Background: an optimization exercise with open tools, aiming at small area, a short achievable clock period and few clock cycles. Do not read the settings as production practice.
In this exercise RTL edits were held to simulation tests only and were not proved equivalent to the original.
Power figures rest on the tool's default switching activity, not on a simulated workload.

Setup of try-ember:
## LASER
module LASER(CLK, RST, X, Y, C1X, C1Y, C2X, C2Y, DONE);
input CLK, RST;
input [3:0] X, Y;
output reg DONE;
output [3:0] C1X, C1Y, C2X, C2Y;
reg rq;
reg [3:0] xq;
reg [15:0] m0;
reg [15:0] m2;
reg [15:0] m3;
reg [15:0] m4;
reg [15:0] m5;
reg [15:0] m6;
reg [15:0] m7;
reg [15:0] m8;
reg [15:0] m9;
reg [15:0] m10;
reg [15:0] m11;
reg [15:0] m12;
reg [15:0] m13;
reg [15:0] m14;
reg [5:0] u;
wire [2:0] ph = u[2:0];
reg we, keep, cut, v6, v5, upd, last1, clr;
reg [3:0] yo;    
wire [5:0] un = (rq | (u == 6'd59)) ? 6'd63 : u + 6'd1;
wire [15:0] pdec = we ? (16'd1 << yo) : 16'd0;
always @(posedge CLK) begin
  rq <= RST;
  xq <= X;
  yo <= Y - {ph, 1'b0} - 4'd4;
  u <= un;
  we    <= ~RST & (un <= 6'd39);
  keep  <= ~RST & (un <= 6'd54);
  cut   <= (un >= 6'd40) & (un <= 6'd47);
  v6    <= (un[2:0] <= 3'd6);
  v5    <= (un[2:0] <= 3'd5);
  upd   <= ~RST & (un >= 6'd43) & (un <= 6'd58);
  last1 <= (un == 6'd50);
  clr   <= RST | (un == 6'd63);
end
localparam [7:0] E0_0 = 8'b11111010, E0_1 = 8'b01111111;
wire [1:0] wr0 = m0[1:0] & ~({2{cut}} & {E0_1[ph], E0_0[ph]});
always @(posedge CLK) m0 <= (keep ? {wr0, m0[15:2]} : 16'd0) | ((xq == 4'd0) ? pdec : 16'd0);
  ...
export LEC_CHECK = 0
export ABC_AREA = 1
export CAP_MARGIN = 20
export CORE_MARGIN = 2
export CORE_UTILIZATION = 40
export CTS_BUF_LIST = sky130_fd_sc_hd__clkbuf_8
export CTS_CLUSTER_SIZE = 40
export SETUP_SLACK_MARGIN = 3.6
export SLEW_MARGIN = 20
create_clock -name core_clock -period 6.0 [get_ports {CLK}]
run.sh (not shown) runs the stock make flow with config.mk's settings and CLKGATE_MAP_FILE= SYNTH_SCRIPT=/design/flow/synth_recipe.tcl, a recipe that flattens the netlist after the stock synthesis.
Testbench counts of try-ember, summed over its fixed seeds: cycles 15,608.
[inputs] try-yarrow vs try-ember
# try-ember
export LEC_CHECK = 0
export ABC_AREA = 1
export CAP_MARGIN = 20
export CORE_MARGIN = 2
export CORE_UTILIZATION = 40
export CTS_BUF_LIST = sky130_fd_sc_hd__clkbuf_8
export CTS_CLUSTER_SIZE = 40
export SETUP_SLACK_MARGIN = 3.6
export SLEW_MARGIN = 20
create_clock -name core_clock -period 6.0 [get_ports {CLK}]
# try-yarrow
export LEC_CHECK = 0
export ABC_AREA = 1
export CAP_MARGIN = 20
export CORE_MARGIN = 2
export CORE_UTILIZATION = 60
export SETUP_SLACK_MARGIN = 3.6
export SLEW_MARGIN = 20
create_clock -name core_clock -period 6.0 [get_ports {CLK}]
==> comparison <==
try-yarrow | stages: all done | timing, DRC, antenna: all pass. From try-ember to try-yarrow, number of antenna violations at the first check in global routing did not move at all. Design area down 0.50% in try-yarrow wrt try-ember. The run showing the greater endpoint arrival time on the critical path is try-yarrow. try-ember → try-yarrow: largest fanout on the critical path lower; first-pass GRT wire length decreased 790 um; clock-buffer cell count went down 25%. try-ember and try-yarrow ended up with nearly the same flip-flop and latch count. Going from try-ember to try-yarrow, the met3 routing resource usage after global routing was found to have gone up by 0.78 points.
Setup changes, try-yarrow to try-maple
# try-yarrow
export LEC_CHECK = 0
export ABC_AREA = 1
export CAP_MARGIN = 20
export CORE_MARGIN = 2
export CORE_UTILIZATION = 60
export SETUP_SLACK_MARGIN = 3.6
export SLEW_MARGIN = 20
create_clock -name core_clock -period 6.0 [get_ports {CLK}]
# try-maple
export LEC_CHECK = 0
export ABC_AREA = 0
export ABC_CLOCK_PERIOD_IN_PS = 2400
export CAP_MARGIN = 20
export CORE_MARGIN = 2
export CORE_UTILIZATION = 40
export CTS_BUF_LIST = sky130_fd_sc_hd__clkbuf_4 sky130_fd_sc_hd__clkbuf_8
export SETUP_SLACK_MARGIN = 3.6
export SLEW_MARGIN = 20
create_clock -name core_clock -period 6.0 [get_ports {CLK}]
Notes after the runs:
- Looking at the reports, try-maple completed the entire flow and the layout it produced met the timing, design-rule and antenna checks.
- Of try-maple and try-yarrow, it is try-maple that has the higher post-detailed-routing wire length.
- try-maple vs. try-yarrow: post-route DRC violation count saw little to no change, pin slew with the least headroom to its limit higher.
- met2 wire length was lower in the run labelled try-yarrow.
- | tightest slew margin relative to the limit | try-maple vs try-yarrow | worse |
- Of try-maple and try-yarrow, try-yarrow shows the lower design area, with try-maple above it.

---

wip/tundra:
Starting RTL as in the previous note.
clock: 6.0 ns
lec_check: 0
abc_area: 1
cap_margin: 20
core_margin: 2
core_utilization: 40
setup_slack_margin: 3.6
slew_margin: 20
Testbench counts of wip/tundra, summed over its fixed seeds: cycles 15,608.
For wip/yarrow, these inputs were changed with respect to wip/tundra:
# wip/tundra
export LEC_CHECK = 0
export ABC_AREA = 1
export CAP_MARGIN = 20
export CORE_MARGIN = 2
export CORE_UTILIZATION = 40
export SETUP_SLACK_MARGIN = 3.6
export SLEW_MARGIN = 20
create_clock -name core_clock -period 6.0 [get_ports {CLK}]
# wip/yarrow
export LEC_CHECK = 0
export ABC_AREA = 1
export CAP_MARGIN = 20
export CORE_MARGIN = 2
export CORE_UTILIZATION = 40
export CTS_BUF_LIST = sky130_fd_sc_hd__clkbuf_4 sky130_fd_sc_hd__clkbuf_8
export PLACE_DENSITY = 0.75
export SETUP_SLACK_MARGIN = 3.6
export SLEW_MARGIN = 20
create_clock -name core_clock -period 6.0 [get_ports {CLK}]
Notes after the runs:
Side by side, routed wirelength normalized by instance count turned out lower in wip/yarrow than in wip/tundra.
Between wip/tundra and wip/yarrow, the all-layer global routing usage is lower for wip/yarrow.
Delta (wip/yarrow minus wip/tundra): global-route track usage on met2 decreased 1.0 points; headroom to the max-slew limit decreased 0.85 points; post-layout minimum cycle time increased 14 ps; power decreased 2.5%; fraction of area in registers increased 0.16 points.
| clock share of power | wip/yarrow vs wip/tundra | 1.4 points lower |
In wip/yarrow relative to wip/tundra, achievable clock frequency had gone down slightly.
Route | wip/yarrow vs wip/tundra | wire shorter in wip/yarrow
The inputs of wip/umber differ from those of wip/yarrow as listed below.
# wip/yarrow
export LEC_CHECK = 0
export ABC_AREA = 1
export CAP_MARGIN = 20
export CORE_MARGIN = 2
export CORE_UTILIZATION = 40
export CTS_BUF_LIST = sky130_fd_sc_hd__clkbuf_4 sky130_fd_sc_hd__clkbuf_8
export PLACE_DENSITY = 0.75
export SETUP_SLACK_MARGIN = 3.6
export SLEW_MARGIN = 20
create_clock -name core_clock -period 6.0 [get_ports {CLK}]
# wip/umber
export LEC_CHECK = 0
export ABC_AREA = 1
export ABC_CLOCK_PERIOD_IN_PS = 2400
export CAP_MARGIN = 20
export CORE_MARGIN = 2
export CORE_UTILIZATION = 40
export CTS_BUF_LIST = sky130_fd_sc_hd__clkbuf_4 sky130_fd_sc_hd__clkbuf_8
export SETUP_SLACK_MARGIN = 3.6
export SLEW_MARGIN = 20
create_clock -name core_clock -period 6.0 [get_ports {CLK}]
Findings:
Routed length per placed instance of wip/umber exceeds that of wip/yarrow by a few percent. On fraction of power consumed by sequential logic: between wip/umber and wip/yarrow, it ends up lower for wip/umber. As far as sequential cell count goes, wip/yarrow and wip/umber are indistinguishable; the numbers are identical.
Relative to wip/umber, the following input files were edited for wip/nickel:
# wip/umber
export LEC_CHECK = 0
export ABC_AREA = 1
export ABC_CLOCK_PERIOD_IN_PS = 2400
export CAP_MARGIN = 20
export CORE_MARGIN = 2
export CORE_UTILIZATION = 40
export CTS_BUF_LIST = sky130_fd_sc_hd__clkbuf_4 sky130_fd_sc_hd__clkbuf_8
export SETUP_SLACK_MARGIN = 3.6
export SLEW_MARGIN = 20
create_clock -name core_clock -period 6.0 [get_ports {CLK}]
# wip/nickel
export LEC_CHECK = 0
export ABC_AREA = 1
export CAP_MARGIN = 20
export CORE_MARGIN = 2
export CORE_UTILIZATION = 40
export CTS_BUF_LIST = sky130_fd_sc_hd__clkbuf_4 sky130_fd_sc_hd__clkbuf_8
export SETUP_SLACK_MARGIN = 3.45
export SLEW_MARGIN = 20
create_clock -name core_clock -period 6.0 [get_ports {CLK}]
## What came out
wip/nickel -> wip/umber: non-filler instance count after layout flat. For largest voltage drop on the vdd net, dividing the value from wip/umber by the value from wip/nickel gives 0.79. Cmp wip/nickel and wip/umber / delay of the slowest cell on the worst path / lower: wip/nickel. From wip/umber to wip/nickel the numbers moved as follows: total power saw an increase, maximum clock frequency saw a decrease, critical path depth saw little to no change. Compared with wip/umber, in wip/nickel number of vias after detailed routing went up, wire length after detailed routing went down, final instance area did not really move, detailed-routing iteration count for the pre-antenna-repair pass did not really move.
> inputs changed (wip/nickel -> wip/pepper)
# wip/nickel
export LEC_CHECK = 0
export ABC_AREA = 1
export CAP_MARGIN = 20
export CORE_MARGIN = 2
export CORE_UTILIZATION = 40
export CTS_BUF_LIST = sky130_fd_sc_hd__clkbuf_4 sky130_fd_sc_hd__clkbuf_8
export SETUP_SLACK_MARGIN = 3.45
export SLEW_MARGIN = 20
create_clock -name core_clock -period 6.0 [get_ports {CLK}]
# wip/pepper
export LEC_CHECK = 0
export ABC_AREA = 1
export CAP_MARGIN = 5
export CORE_MARGIN = 2
export CORE_UTILIZATION = 40
export CTS_BUF_LIST = sky130_fd_sc_hd__clkbuf_4 sky130_fd_sc_hd__clkbuf_8
export SETUP_SLACK_MARGIN = 3.6
export SLEW_MARGIN = 5
create_clock -name core_clock -period 6.0 [get_ports {CLK}]
## What came out
According to the power report, total power for wip/pepper is lower than for wip/nickel.
| data-path buffer share of cell area in the final layout | higher: wip/pepper |
wip/pepper improves on wip/nickel in worst-case headroom to the max-slew limit.
First-pass GRT wire length: higher on wip/nickel
The following lists how wip/maple was set up differently from wip/pepper:
# wip/pepper
export LEC_CHECK = 0
export ABC_AREA = 1
export CAP_MARGIN = 5
export CORE_MARGIN = 2
export CORE_UTILIZATION = 40
export CTS_BUF_LIST = sky130_fd_sc_hd__clkbuf_4 sky130_fd_sc_hd__clkbuf_8
export SETUP_SLACK_MARGIN = 3.6
export SLEW_MARGIN = 5
create_clock -name core_clock -period 6.0 [get_ports {CLK}]
# wip/maple
export LEC_CHECK = 0
export ABC_AREA = 1
export CAP_MARGIN = 20
export CORE_MARGIN = 2
export CORE_UTILIZATION = 40
export CTS_BUF_LIST = sky130_fd_sc_hd__clkbuf_4 sky130_fd_sc_hd__clkbuf_8
export SETUP_SLACK_MARGIN = 3.6
export SLEW_MARGIN = 20
create_clock -name core_clock -period 6.0 [get_ports {CLK}]
==> run notes <==
- There was hardly any difference in setup slack between wip/pepper and wip/maple.
- Diff wip/pepper..wip/maple | share of cell area taken by flip-flops and latches | unchanged
- Re first-pass GRT wire length: no difference whatsoever between wip/pepper and wip/maple.
- From wip/pepper to wip/maple the numbers moved as follows: number of distinct library cells after synthesis closely matched the old numbers; depth of the critical timing path with buffers and inverters included roughly the same.

## what the ideal ports hide
The flow's constraints put no driver on any port. The routed layouts listed below were extracted and timed again, unchanged, in two steps.
Step 1, drivers: a clkbuf_16 drives CLK and a buf_2 each remaining input, both assumed.
Step 2 times the ports against the registers' clock, not the clock port: input delays grow and output delays shrink by t, the midpoint of the rising clock arrivals with the driver on.
a / b / c = ideal / step 1 / step 2; a / b = the first two.
run	shift t [ns]	setup WS [ns]	worst setup path at the end	clock arrival spread, ns	worst register clock-pin slew, ns
try-ember	0.629	3.601 / 3.555 / 3.111	input to register	0.047 / 0.046	0.07 / 0.07
try-yarrow	0.563	3.615 / 3.611 / 3.134	input to register	0.042 / 0.042	0.06 / 0.06
try-maple	0.672	3.650 / 3.612 / 3.144	input to register	0.051 / 0.051	0.07 / 0.07
wip/tundra	0.572	3.628 / 3.604 / 3.109	input to register	0.026 / 0.025	0.06 / 0.06
wip/yarrow	0.611	3.614 / 3.614 / 3.127	input to register	0.042 / 0.042	0.07 / 0.07
wip/umber	0.641	3.632 / 3.608 / 3.096	input to register	0.046 / 0.046	0.06 / 0.06
wip/nickel	0.637	3.550 / 3.534 / 3.113	input to register	0.032 / 0.032	0.07 / 0.07
wip/pepper	0.641	3.632 / 3.608 / 3.096	input to register	0.046 / 0.046	0.06 / 0.06
wip/maple	0.641	3.632 / 3.608 / 3.096	input to register	0.046 / 0.046	0.06 / 0.06
After both steps every run listed still meets setup and hold.
